This is an optimization exercise on Yosys and OpenROAD, whose aim is small area, not a production implementation. The RTL was checked by simulation tests, not by an equivalence proof against the original design. Power and IR drop assume default switching activity.

run 1:
Design TopModule, start of the top module:
module TopModule(
    input clk,
    input rst_n,
    input wire [3:0] sample_rate,
    input [3:0] data_in,
    input coeff_write,
    input [7:0] coeff_in,
    input [6:0] coeff_addr,
    input wire new_symbol,
    output wire [11:0] data_out,
    output reg data_out_valid
);
    parameter LATENCY = 144;
    wire [3:0] upsampler_out;
    wire rst_n_sync_wire;
    reg [7:0] counter;
    reset_synchronization rst(.clk(clk),
                              .rst_n(rst_n),
                              .rst_n_sync(rst_n_sync_wire));
    upsampler u_upsampler(
        .clk(clk),
        .rst_n(rst_n_sync_wire),
        .sample_rate(sample_rate),
        .new_symbol(new_symbol),
        .input_data(data_in),
        .output_data(upsampler_out));
    fir_filter u_fir_filter(
        .clk(clk),
        .sample_in(upsampler_out),
        .coeff_write(coeff_write),
        .coeff_in(coeff_in),
        .coeff_addr(coeff_addr),
        .fir_out(data_out));
    always @(posedge clk or negedge rst_n_sync_wire) begin
        if (!rst_n_sync_wire) begin
            counter <= 0;
            data_out_valid <= 0;
        end else begin
            if (data_in != 4'd0)
                counter <= counter + 8'd1;
            data_out_valid <= (counter >= LATENCY);
        end
    end
endmodule
Settings: LEC_CHECK=0, CAP_MARGIN=20, CORE_MARGIN=2, CORE_UTILIZATION=60, CTS_BUF_LIST=sky130_fd_sc_hd__clkbuf_16, CTS_CLUSTER_DIAMETER=70, CTS_CLUSTER_SIZE=30, SLEW_MARGIN=20, SYNTH_HIERARCHICAL=1; clock period 6.0 ns.
run.sh (not shown) runs the stock make flow with config.mk's settings and CLKGATE_MAP_FILE= SYNTH_SCRIPT=/design/flow/synth_recipe.tcl, a recipe that flattens the netlist after the stock synthesis.
#### Input delta (run 2 over run 1)
--- a/flow/config.mk
+++ b/flow/config.mk
@@ -7,3 +7,3 @@
 export LEC_CHECK = 0
-export CAP_MARGIN = 20
+export CAP_MARGIN = 10
 export CORE_MARGIN = 2
@@ -11,5 +11,6 @@
 export CTS_BUF_LIST = sky130_fd_sc_hd__clkbuf_16
-export CTS_CLUSTER_DIAMETER = 70
-export CTS_CLUSTER_SIZE = 30
-export SLEW_MARGIN = 20
+export CTS_CLUSTER_DIAMETER = 80
+export CTS_CLUSTER_SIZE = 26
+export GPL_TIMING_DRIVEN = 0
+export SLEW_MARGIN = 10
 export SYNTH_HIERARCHICAL = 1
Results
No crash in run 2: every stage finished, but the layout fails its final checks due to negative setup slack.
Min power across run 2 and run 1: run 2
Final worst setup slack in run 2 is 0.42 ns below run 1.
Taking run 1 as the reference, in run 2 part of the power in registers picked up an extra 2.0 points; met1 track demand over resource dropped 3.3 points.
Here is what was changed in the inputs of run 3 compared with run 2.
--- a/flow/config.mk
+++ b/flow/config.mk
@@ -7,5 +7,5 @@
 export LEC_CHECK = 0
-export CAP_MARGIN = 10
+export CAP_MARGIN = 20
 export CORE_MARGIN = 2
-export CORE_UTILIZATION = 60
+export CORE_UTILIZATION = 70
 export CTS_BUF_LIST = sky130_fd_sc_hd__clkbuf_16
@@ -13,4 +13,3 @@
 export CTS_CLUSTER_SIZE = 26
-export GPL_TIMING_DRIVEN = 0
-export SLEW_MARGIN = 10
+export SLEW_MARGIN = 20
 export SYNTH_HIERARCHICAL = 1
### Flow results
- Run 3 finished every step from synthesis to the final layout, and the layout passed the timing, DRC and antenna checks.
- STATUS run=run 2 STAGES=ALL_DONE FINAL_CHECKS=FAILED CAUSE=negative setup slack
- Summary: with run 2 as the reference, core region area in run 3 moved down by more than 10%.
- Run 2 → run 3: number of max-slew violations in the final report essentially unchanged, global-route wire length before repair increased 9900 µm, non-clock buffer count decreased 66%.


Starting RTL as in the previous note.
Settings: LEC_CHECK=0, CAP_MARGIN=20, CORE_MARGIN=2, CORE_UTILIZATION=70, CTS_BUF_LIST=sky130_fd_sc_hd__clkbuf_16, CTS_CLUSTER_DIAMETER=90, CTS_CLUSTER_SIZE=30, PLACE_DENSITY=0.8, SLEW_MARGIN=20, SYNTH_HIERARCHICAL=1; clock period 6.0 ns.
Then changed:
- CORE_UTILIZATION: 70 -> 60
- CTS_CLUSTER_DIAMETER: 90 -> 80
- CTS_CLUSTER_SIZE: 30 -> 26
- PLACE_DENSITY: 0.8 -> not set
After rerunning:
- final area came out higher by 1.8%
- cell count climbs by 4.5%
- routed wire length came out higher by 3.2%
- register-to-register slack gains 0.05 ns
- sequential power falls by about 0.4%
- via count goes down by 3.8%
- worst setup slack improves by 0.053 ns
- fmax grows by 0.94%
- non-clock buffer count increases by 42
Then changed:
- CORE_UTILIZATION: 60 -> 75
- CTS_CLUSTER_DIAMETER: 80 -> 90
- CTS_CLUSTER_SIZE: 26 -> 28
- PLACE_DENSITY: not set -> 0.75
Wire length goes down by 3.6%.
Die area goes down by 20%.
Critical path depth goes down by 5.
First-iteration DRC count goes up by 23%.
Worst setup slack is better by 0.0094 ns.
Then changed:
- CORE_UTILIZATION: 75 -> 40
- CTS_BUF_LIST: sky130_fd_sc_hd__clkbuf_16 -> not set
- CTS_CLUSTER_DIAMETER: 90 -> not set
- CTS_CLUSTER_SIZE: 28 -> not set
- PLACE_DENSITY: 0.75 -> not set
Outcome:
- flip-flop and latch count stays the same
- worst setup slack is worse by 0.17 ns
- die area rose by 86%
- design area rose by 6.9%
- register-to-register slack is worse by 0.17 ns
- total power rose by 29%
- fmax fell by about 3%
- via count fell by about 8%
- wire length rose by 16%
- sequential share of layout area fell by 2.3 points
- core utilization fell by 34 points
Then changed:
- CORE_UTILIZATION: 40 -> 65
- CTS_BUF_LIST: not set -> sky130_fd_sc_hd__clkbuf_8
- CTS_CLUSTER_DIAMETER: not set -> 50
- CTS_CLUSTER_SIZE: not set -> 16
After rerunning: The changed run produced a clean layout. Setup slack improved by 0.083 ns. Total power decreases by 16%. First-iteration DRC count increases by 33%. Sequential power is about the same. Sequential share of layout area increases by 1.6 points. Routed wire length decreases by 14%. Final cell count decreases by 13%.


TopModule again, from the RTL that the note above started with.
Design TopModule, start of the top module:
module TopModule(
    input clk,
    input rst_n,
    input wire [3:0] sample_rate,
    input [3:0] data_in,
    input coeff_write,
    input [7:0] coeff_in,
    input [6:0] coeff_addr,
    input wire new_symbol,
    output wire [11:0] data_out,
    output reg data_out_valid
);
==> flow/config.mk <==
export PLATFORM = sky130hd
export DESIGN_NAME = TopModule
export DESIGN_NICKNAME = TopModule
export VERILOG_FILES = /design/flow/design.v
export SDC_FILE = /design/flow/constraint.sdc
export NUM_CORES = 4
export LEC_CHECK = 0
export CAP_MARGIN = 20
export CORE_MARGIN = 2
export CORE_UTILIZATION = 70
export CTS_BUF_LIST = sky130_fd_sc_hd__clkbuf_16
export CTS_CLUSTER_DIAMETER = 80
export CTS_CLUSTER_SIZE = 26
export PLACE_DENSITY = 0.75
export SLEW_MARGIN = 20
export SYNTH_HIERARCHICAL = 1
==> flow/constraint.sdc <==
create_clock -name core_clock -period 6.0 [get_ports {clk}]
set_input_delay 1.2000 -clock core_clock [delete_from_list [all_inputs] [get_ports {clk}]]
set_output_delay 1.2000 -clock core_clock [all_outputs]
set_load 0.01 [all_outputs]
Rerun with:
CORE_UTILIZATION = 65   (was 70)
CTS_BUF_LIST = sky130_fd_sc_hd__clkbuf_8 sky130_fd_sc_hd__clkbuf_16   (was sky130_fd_sc_hd__clkbuf_16)
CTS_CLUSTER_DIAMETER = 60   (was 80)
CTS_CLUSTER_SIZE = 20   (was 26)
PLACE_DENSITY = default   (was 0.75)
What happened: Critical path depth climbs by 1; first-iteration DRC count went down by 13%; synthesized cell count is unchanged; utilization came out lower by 4.0 points; wire length came out lower by 2.3%; non-clock buffer count grows by 35; via count went down by 2.9%; total power went up by about 11%; synthesized area stays the same; global-route usage is lower by 5.8 points; worst setup slack gets better by 0.17 ns.
Rerun with:
CORE_UTILIZATION = 70   (was 65)
CTS_BUF_LIST = sky130_fd_sc_hd__clkbuf_16   (was sky130_fd_sc_hd__clkbuf_8 sky130_fd_sc_hd__clkbuf_16)
CTS_CLUSTER_DIAMETER = 90   (was 60)
CTS_CLUSTER_SIZE = 28   (was 20)
PLACE_DENSITY = 0.75   (was default)
Sequential share of layout area increases by 0.89 points; final cell count decreases by 3.1%; clock-buffer cell count decreases by 53.

==> port drivers added, routing unchanged <==
In the flow no input, the clock included, has a driving cell. The finished layouts below were timed again as built, in two steps. Step 1 (the two cells are an assumption about what drives the block):
set clk [get_ports {clk}]
set_driving_cell -lib_cell sky130_fd_sc_hd__clkbuf_16 $clk
set_driving_cell -lib_cell sky130_fd_sc_hd__buf_2 [delete_from_list [all_inputs] $clk]
Step 2 moves the port delays by t, midway between the first and last clock arrival at a register: inputs arrive t later, outputs are due t later. That takes back most of the time a late clock gives input paths. Slacks: ideal ports / drivers / drivers and shift; pairs: ideal ports / drivers.
run | t, ns | setup slack, ns | latest minus earliest clock arrival (ns)
run 1 | 0.845 | 0.312 / 0.312 / 0.312 | 0.047 / 0.047
run 2 | 0.840 | -0.107 / -0.107 / -0.107 | 0.077 / 0.076
run 3 | 0.839 | 0.411 / 0.411 / 0.411 | 0.063 / 0.062
the first run of note 2 | 0.844 | 0.309 / 0.309 / 0.309 | 0.078 / 0.078
the second run of note 2 | 0.847 | 0.363 / 0.363 / 0.363 | 0.059 / 0.059
the third run of note 2 | 0.873 | 0.372 / 0.372 / 0.372 | 0.036 / 0.036
the fourth run of note 2 | 0.950 | 0.201 / 0.201 / 0.201 | 0.089 / 0.089
the fifth run of note 2 | 0.996 | 0.284 / 0.284 / 0.284 | 0.088 / 0.087
the first run of note 3 | 0.825 | 0.118 / 0.118 / 0.118 | 0.043 / 0.043
the second run of note 3 | 0.875 | 0.288 / 0.288 / 0.288 | 0.061 / 0.061
the third run of note 3 | 0.835 | 0.179 / 0.179 / 0.179 | 0.040 / 0.040
